This is an optimization exercise on Yosys and OpenROAD, whose aim is small area, not a production implementation.
Function was checked by simulation only, so behaviour that the tests miss may differ from the original.
Power is estimated from default activity; no workload was simulated.

Setup of job 5280:
==> flow/design.v (excerpt) <==
module fpu(
    input  logic [31:0] op_A_in,
    input  logic [31:0] op_B_in,
    input  logic clock100KHz,
    input  logic reset,
    output logic [31:0] data_out,
    output logic [3:0]  status_out
);
Size in the first run: about 420 cells after synthesis.
export LEC_CHECK = 0
export ABC_AREA = 1
export CAP_MARGIN = 20
export CORE_MARGIN = 2
export CORE_UTILIZATION = 50
export SLEW_MARGIN = 20
create_clock -name core_clock -period 10.0 [get_ports {clock100KHz}]
standard.sh (not shown) runs the stock make flow with config.mk's settings and CLKGATE_MAP_FILE= SYNTH_SCRIPT=/design/flow/synth_recipe.tcl, a recipe that flattens the netlist after the stock synthesis.
==> flow/flow/run.sh <==
#!/bin/bash
# The standard layout (standard.sh, with its standard synthesis script)
# with these changes to how the layout is made:
#  - adders are left to ABC too, instead of being mapped to the platform's
#    full- and half-adder cells first (ADDER_MAP_FILE empty).
#  - the buffer placed on every input and output port is the smallest one,
#    sky130_fd_sc_hd__buf_1.
#  - the clock tree is built from sky130_fd_sc_hd__clkbuf_4 without dummy
#    loads (all registers still get their clock through the tree's buffers).
# make's full output goes to standard.log; ORFS keeps each step's log under
# orfs/logs/.
set -euo pipefail
rm -rf scripts
cp -r "$FLOW_HOME/scripts" scripts
cp flow/abc_area.script scripts/abc_area.script
export SCRIPTS_DIR="$PWD/scripts"
export ADDER_MAP_FILE=
export BUFFER_PORTS_ARGS="-buffer_cell sky130_fd_sc_hd__buf_1"
export CTS_ARGS="-sink_clustering_enable -repair_clock_nets -buf_list sky130_fd_sc_hd__clkbuf_4 -root_buf sky130_fd_sc_hd__clkbuf_4 -dont_use_dummy_load"
bash standard.sh > standard.log 2>&1
==> flow/flow/abc_area.script <==
strash; dc2; dch -f; amap -m; topo
Job 5280 completed every stage of the flow, and the final layout passed the timing, DRC and antenna checks.
> inputs changed (job 5280 -> job 1978)
- CORE_UTILIZATION now 60, was 50
diff --git a/flow/flow/run.sh b/flow/flow/run.sh
--- a/flow/flow/run.sh
+++ b/flow/flow/run.sh
@@ -17,4 +17,4 @@
 export ADDER_MAP_FILE=
 export BUFFER_PORTS_ARGS="-buffer_cell sky130_fd_sc_hd__buf_1"
-export CTS_ARGS="-sink_clustering_enable -repair_clock_nets -buf_list sky130_fd_sc_hd__clkbuf_4 -root_buf sky130_fd_sc_hd__clkbuf_4 -dont_use_dummy_load"
+export CTS_ARGS="-sink_clustering_enable -repair_clock_nets -buf_list sky130_fd_sc_hd__clkbuf_4 -root_buf sky130_fd_sc_hd__clkbuf_4 -sink_clustering_levels 1 -sink_clustering_size 6 -dont_use_dummy_load"
 bash standard.sh > standard.log 2>&1
- Diff job 1978 and job 5280: starting utilization of the core area lower in job 5280
- In job 1978 the register fraction of the total cell area turned out 0.24 points higher than in job 5280.
- Job 5280 → job 1978: area enclosed by the die boundary lost 1200 um^2, area of all placed cells without fillers lost about 0.6%, layout overhead on the synthesized area lost 0.73 points.
- Job 1978 vs job 5280: via count up slightly
- [job 1978] worst setup slack after layout fell 65 ps relative to job 5280
- Going from job 5280 to job 1978, overall power of the completed layout shrinks by 0.62%.
- Measured against each other, job 1978 and job 5280 differ in final cell count, the lower figure coming from job 1978.
- Looking at measured slew at the worst slew-check pin, job 1978 sits 120 ps higher than job 5280 does.
#### Input delta (job 2660 over job 1978)
diff --git a/flow/flow/run.sh b/flow/flow/run.sh
--- a/flow/flow/run.sh
+++ b/flow/flow/run.sh
@@ -17,4 +17,4 @@
 export ADDER_MAP_FILE=
 export BUFFER_PORTS_ARGS="-buffer_cell sky130_fd_sc_hd__buf_1"
-export CTS_ARGS="-sink_clustering_enable -repair_clock_nets -buf_list sky130_fd_sc_hd__clkbuf_4 -root_buf sky130_fd_sc_hd__clkbuf_4 -sink_clustering_levels 1 -sink_clustering_size 6 -dont_use_dummy_load"
+export CTS_ARGS="-sink_clustering_enable -repair_clock_nets -buf_list sky130_fd_sc_hd__clkbuf_4 -root_buf sky130_fd_sc_hd__clkbuf_4 -dont_use_dummy_load"
 bash standard.sh > standard.log 2>&1
--- outcome ---
Re final wirelength: no difference whatsoever between job 1978 and job 2660. From job 1978 to job 2660 the numbers moved as follows: net count after synthesis has remained practically unchanged, final critical path time including I/O delays and setup has remained practically unchanged, floorplan die height has remained practically unchanged.
Setup changes, job 2660 to job 4422
diff --git a/flow/flow/run.sh b/flow/flow/run.sh
--- a/flow/flow/run.sh
+++ b/flow/flow/run.sh
@@ -17,4 +17,4 @@
 export ADDER_MAP_FILE=
 export BUFFER_PORTS_ARGS="-buffer_cell sky130_fd_sc_hd__buf_1"
-export CTS_ARGS="-sink_clustering_enable -repair_clock_nets -buf_list sky130_fd_sc_hd__clkbuf_4 -root_buf sky130_fd_sc_hd__clkbuf_4 -dont_use_dummy_load"
+export CTS_ARGS="-repair_clock_nets -buf_list sky130_fd_sc_hd__clkbuf_4 -root_buf sky130_fd_sc_hd__clkbuf_4 -dont_use_dummy_load"
 bash standard.sh > standard.log 2>&1
==> summary.txt <==
Re sequential share of layout area: no difference whatsoever between job 4422 and job 2660.
Between job 4422 and job 2660, the difference in post-route cell area is negligible.
Overall die height: job 2660 vs job 4422 identical
In terms of total number of vias, job 2660 and job 4422 differ only marginally.
Diff job 4422..job 2660 | worst setup slack | unchanged
On switching power total, job 4422 and job 2660 are basically level.
Re number of enable-type register cells in the synthesized netlist: no difference whatsoever between job 2660 and job 4422.

---

fpu again, from the RTL that the note above started with.
clock: 10.0 ns
lec_check: 0
abc_area: 1
cap_margin: 20
core_margin: 2
core_utilization: 60
slew_margin: 20
==> flow/flow/run.sh <==
#!/bin/bash
# The standard layout (standard.sh, with its standard synthesis script)
# with these changes to how the layout is made:
#  - adders are left to ABC too, instead of being mapped to the platform's
#    full- and half-adder cells first (ADDER_MAP_FILE empty).
#  - the buffer placed on every input and output port is the smallest one,
#    sky130_fd_sc_hd__buf_1.
#  - the clock tree is built from sky130_fd_sc_hd__clkbuf_4 without dummy
#    loads (all registers still get their clock through the tree's buffers).
# make's full output goes to standard.log; ORFS keeps each step's log under
# orfs/logs/.
set -euo pipefail
rm -rf scripts
cp -r "$FLOW_HOME/scripts" scripts
cp flow/abc_area.script scripts/abc_area.script
export SCRIPTS_DIR="$PWD/scripts"
export ADDER_MAP_FILE=
export BUFFER_PORTS_ARGS="-buffer_cell sky130_fd_sc_hd__buf_1"
export CTS_ARGS="-sink_clustering_enable -repair_clock_nets -buf_list sky130_fd_sc_hd__clkbuf_4 -root_buf sky130_fd_sc_hd__clkbuf_8 -tree_buf sky130_fd_sc_hd__clkbuf_4 -dont_use_dummy_load"
bash standard.sh > standard.log 2>&1
Scripts as last shown in full above: flow/flow/abc_area.script
==> next run, changes <==
--- a/flow/flow/run.sh
+++ b/flow/flow/run.sh
@@ -17,4 +17,4 @@
 export ADDER_MAP_FILE=
 export BUFFER_PORTS_ARGS="-buffer_cell sky130_fd_sc_hd__buf_1"
-export CTS_ARGS="-sink_clustering_enable -repair_clock_nets -buf_list sky130_fd_sc_hd__clkbuf_4 -root_buf sky130_fd_sc_hd__clkbuf_8 -tree_buf sky130_fd_sc_hd__clkbuf_4 -dont_use_dummy_load"
+export CTS_ARGS="-sink_clustering_enable -repair_clock_nets -buf_list sky130_fd_sc_hd__clkbuf_4 -root_buf sky130_fd_sc_hd__clkbuf_4 -distance_between_buffers 25 -dont_use_dummy_load"
 bash standard.sh > standard.log 2>&1
Synthesized cell count does not change.
Global-route usage rises by 0.24 points.
Routed wire length rises by 0.94%.
Via count rises by 0.97%.
Combinational power barely changes.
Cell area hardly moves.
Worst setup slack gains 0.0075 ns.

---

Setup of the reference run:
The RTL this note starts from:
==> flow/design.v <==
module fpu(
    input  logic [31:0] op_A_in,
    input  logic [31:0] op_B_in,
    input  logic clock100KHz,
    input  logic reset,
    output logic [31:0] data_out,
    output logic [3:0]  status_out
);
    function automatic logic [6:0] add6(input logic [5:0] a, input logic [5:0] b, input logic ci);
        logic [6:0] s;
        logic       c;
        c = ci;
        for (int n = 0; n < 6; n++) begin
            s[n] = a[n] ^ b[n] ^ c;
            c    = (a[n] & b[n]) | (c & (a[n] ^ b[n]));
        end
        s[6] = c;
        add6 = s;
    endfunction
    function automatic logic [4:0] inc26(input logic [4:0] a);
        inc26 = (a[4] & a[3] & a[0]) ? 5'd0 : a + 5'd1;
    endfunction
    logic        sA, sB;
    logic [5:0]  eA, eB;
    logic [31:0] mA, mB;
    assign sA = op_A_in[31];
    assign eA = op_A_in[30:25];
    assign mA = {6'd0, eA != 6'd0, op_A_in[24:0]};
    assign sB = op_B_in[31];
    assign eB = op_B_in[30:25];
    assign mB = {6'd0, eB != 6'd0, op_B_in[24:0]};
    logic [6:0] x;
    logic       bt, big;
    logic [5:0] y;
    assign x   = add6(eB, ~eA, 1'b0);
    assign bt  = x[6];
    assign y   = bt ? x[5:0] : ~x[5:0];
    assign big = y[5] | (y[4] & y[3] & (y[2] | y[1] | (y[0] & bt)));
    logic bl;
    always_ff @(posedge clock100KHz)
        bl <= bt;
    logic [5:0] eL;
    assign eL = bl ? eB : eA;
    logic sub;
    assign sub = sA ^ sB;
    logic [4:0] i;
    always_ff @(posedge clock100KHz or negedge reset)
        if (!reset) i <= 5'd0;
        else        i <= inc26(i);
    logic first, last;
    assign first = (i == 5'd0);
    assign last  = i[4] & i[3] & i[0];    
    logic [4:0] j;
    logic       jw, wrap;
    always_ff @(posedge clock100KHz) begin
        if ((bt && i == 5'd24) || (!bt && last)) j <= big ? 5'd0 : y[4:0];
        else                                     j <= inc26(j);
        jw <= ~last & (jw | (j[4] & j[3] & j[0]));
    end
    assign wrap = jw | big;
    logic [4:0] iA, iB;
    logic       bA, bB, lb, sb, sbit, stk;
    assign iA = bl ? j : i;
    assign iB = bl ? i : j;
    assign bA = mA[iA];
    assign bB = mB[iB];
    assign lb = bl ? bB : bA;
    assign sb = bl ? bA : bB;
    assign sbit = sb & ~wrap;
    assign stk  = sb & wrap;
    logic cy, cin, s, cyn, t26;
    assign cin = first ? 1'b0 : cy;
    assign s   = lb ^ sbit ^ cin;
    assign cyn = (cin & ((lb ^ sub) | sbit)) | ((lb ^ sub) & sbit);
    assign t26 = ~sub & cyn;
    always_ff @(posedge clock100KHz)
        cy <= cyn;
    logic seen, sn, tn;
    assign sn = first ? 1'b0 : seen;
    assign tn = s ^ sn;
    always_ff @(posedge clock100KHz)
        seen <= sn | s;
    logic [4:0] off;
    logic       nz, rs, st, ng, spc;
    assign nz = ~(off == 5'd26);
    assign rs = (off == 5'd31);
    logic t;
    assign t = ng ? tn : s;
    logic [5:0] v;
    logic [6:0] er7;
    logic       ovf, unf, kill;
    assign v    = spc ? {5'd0, off[0]} : ~{off[4] & rs, off};
    assign er7  = add6(eL, v, 1'b1);
    assign ovf  = nz & ((eL == 6'd63) | (rs & eL == 6'd62));
    assign unf  = nz & ~rs & ~spc & ~er7[6];
    assign kill = ovf | unf;
    logic [4:0] zp_acc, zp_nxt, zn_acc, zn_nxt, off_new;
    logic       st_acc, st_nxt, k0;
    assign zp_nxt  = s  ? 5'd0 : first ? 5'd1 : zp_acc + 5'd1;
    assign zn_nxt  = tn ? 5'd0 : first ? 5'd1 : zn_acc + 5'd1;
    assign off_new = t26 ? 5'd31 : (sub & cyn) ? zn_nxt : zp_nxt;
    assign st_nxt = (first ? 1'b0 : st_acc) | stk | (k0 & t);
    always_ff @(posedge clock100KHz) begin
        zp_acc <= zp_nxt;
        zn_acc <= zn_nxt;
        st_acc <= st_nxt;
    end
    always_ff @(posedge clock100KHz)
        if (last) begin
            ng <= sub & cyn;
            off <= off_new;
            st <= st_nxt;
        end
    logic [4:0] k;
    assign k0 = (k == 5'd0);
    always_ff @(posedge clock100KHz)
        if (last) k <= (off_new[4] & off_new[3] & off_new[1]) ? 5'd25 : off_new;    
        else      k <= inc26(k);
    logic rc, ceff;
    assign ceff = first ? 1'b0 : rc;
    always_ff @(posedge clock100KHz)
        rc <= k0 ? t : (ceff & t);
    logic [24:1] f;
    logic        spc_now, pend;
    assign spc_now = ceff & ~t;
    always_ff @(posedge clock100KHz) begin
        for (int n = 1; n < 23; n++)
            if (k == n) f[n] <= (t ^ ceff) & ~kill;
        pend <= t ^ ceff;
        if (k == 5'd24) begin
            f[23] <= (pend | spc_now) & ~kill;
            f[24] <= t & ~ceff & ~kill;
            spc   <= spc_now;
        end
    end
    logic sr;
    assign sr = (ng ^ bl) ? sB : sA;
    assign data_out   = {sr & ~kill, (nz & ~kill) ? er7[5:0] : 6'd0, f, 1'b0};
    assign status_out = ovf ? 4'b0100 : unf ? 4'b1000 : st ? 4'b0010 : 4'b0001;
endmodule
clock: 10.0 ns
lec_check: 0
abc_area: 1
cap_margin: 20
core_margin: 2
core_utilization: 60
slew_margin: 20
==> flow/flow/run.sh <==
#!/bin/bash
set -euo pipefail
rm -rf scripts
cp -r "$FLOW_HOME/scripts" scripts
cp flow/abc_area.script scripts/abc_area.script
export SCRIPTS_DIR="$PWD/scripts"
export BUFFER_PORTS_ARGS="-buffer_cell sky130_fd_sc_hd__buf_1"
export CTS_ARGS="-sink_clustering_enable -repair_clock_nets -buf_list sky130_fd_sc_hd__clkbuf_8 -root_buf sky130_fd_sc_hd__clkbuf_4 -dont_use_dummy_load"
bash standard.sh > standard.log 2>&1
Scripts as last shown in full above: flow/flow/abc_area.script
## Diff of input files: the trial run against the reference run
==> flow/flow/run.sh <==
#!/bin/bash
set -euo pipefail
rm -rf scripts
cp -r "$FLOW_HOME/scripts" scripts
cp flow/abc_area.script scripts/abc_area.script
export SCRIPTS_DIR="$PWD/scripts"
export BUFFER_PORTS_ARGS="-buffer_cell sky130_fd_sc_hd__buf_1"
export CTS_ARGS="-sink_clustering_enable -repair_clock_nets -buf_list sky130_fd_sc_hd__clkbuf_4 -root_buf sky130_fd_sc_hd__clkbuf_4 -sink_clustering_size 4 -sink_clustering_max_diameter 20 -balance_levels -dont_use_dummy_load"
bash standard.sh > standard.log 2>&1
Results
Comparing the reference run against the trial run, there is no change at all in number of clock buffers in the layout.
Post-layout total power came out exactly the same in the reference run and the trial run.
Die area: the reference run vs the trial run identical
From the trial run to the reference run, number of global-route vias before repair did not move at all.
From the reference run to the trial run, vias per cell did not move at all.
From the reference run to the trial run, CTS buffer count did not move at all.
Re fraction of power spent switching nets: no difference whatsoever between the reference run and the trial run.
As far as sequential cell area share goes, the reference run and the trial run are indistinguishable; the numbers are identical.
Re maximum number of pins on one net before global-route repair: no difference whatsoever between the trial run and the reference run.
Via count came out exactly the same in the reference run and the trial run.
Transition time at the pin with the least slew margin came out exactly the same in the reference run and the trial run.

what the ideal ports hide:
In the flow no input, the clock included, has a driving cell. The finished layouts below were timed again as built, in two steps.
Step 1 (the two cells are an assumption about what drives the block):
set clk [get_ports {clock100KHz}]
set_driving_cell -lib_cell sky130_fd_sc_hd__clkbuf_16 $clk
set_driving_cell -lib_cell sky130_fd_sc_hd__buf_2 [delete_from_list [all_inputs] $clk]
Step 2 moves the port delays by t, midway between the first and last clock arrival at a register: inputs arrive t later, outputs are due t later. That takes back most of the time a late clock gives input paths.
Three values: ideal, step 1, step 2; two values: the first two.
run | t, ns | setup slack, ns | worst setup path at the end | clock arrival spread, ns | worst data-port slew with drivers (ns)
job 5280 | 0.416 | 2.745 / 2.751 / 2.335 | input to register | 0.054 / 0.053 | 0.04
job 1978 | 0.410 | 2.679 / 2.646 / 2.374 | input to register | 0.044 / 0.043 | 0.04
job 2660 | 0.410 | 2.679 / 2.646 / 2.374 | input to register | 0.044 / 0.043 | 0.04
job 4422 | 0.410 | 2.679 / 2.646 / 2.374 | input to register | 0.044 / 0.043 | 0.04
the first run of note 2 | 0.352 | 2.663 / 2.626 / 2.400 | input to register | 0.024 / 0.024 | 0.04
the second run of note 2 | 0.586 | 2.671 / 2.636 / 2.368 | input to register | 0.044 / 0.044 | 0.04
the reference run | 0.419 | 2.123 / 2.104 / 2.104 | input to output | 0.036 / 0.036 | 0.04
the trial run | 0.419 | 2.123 / 2.104 / 2.104 | input to output | 0.036 / 0.036 | 0.04
After both steps setup and hold are still met in every run listed. For job 5280, which loses most, drivers alone change the setup slack by +0.006 ns; drivers and shift together by -0.410 ns.
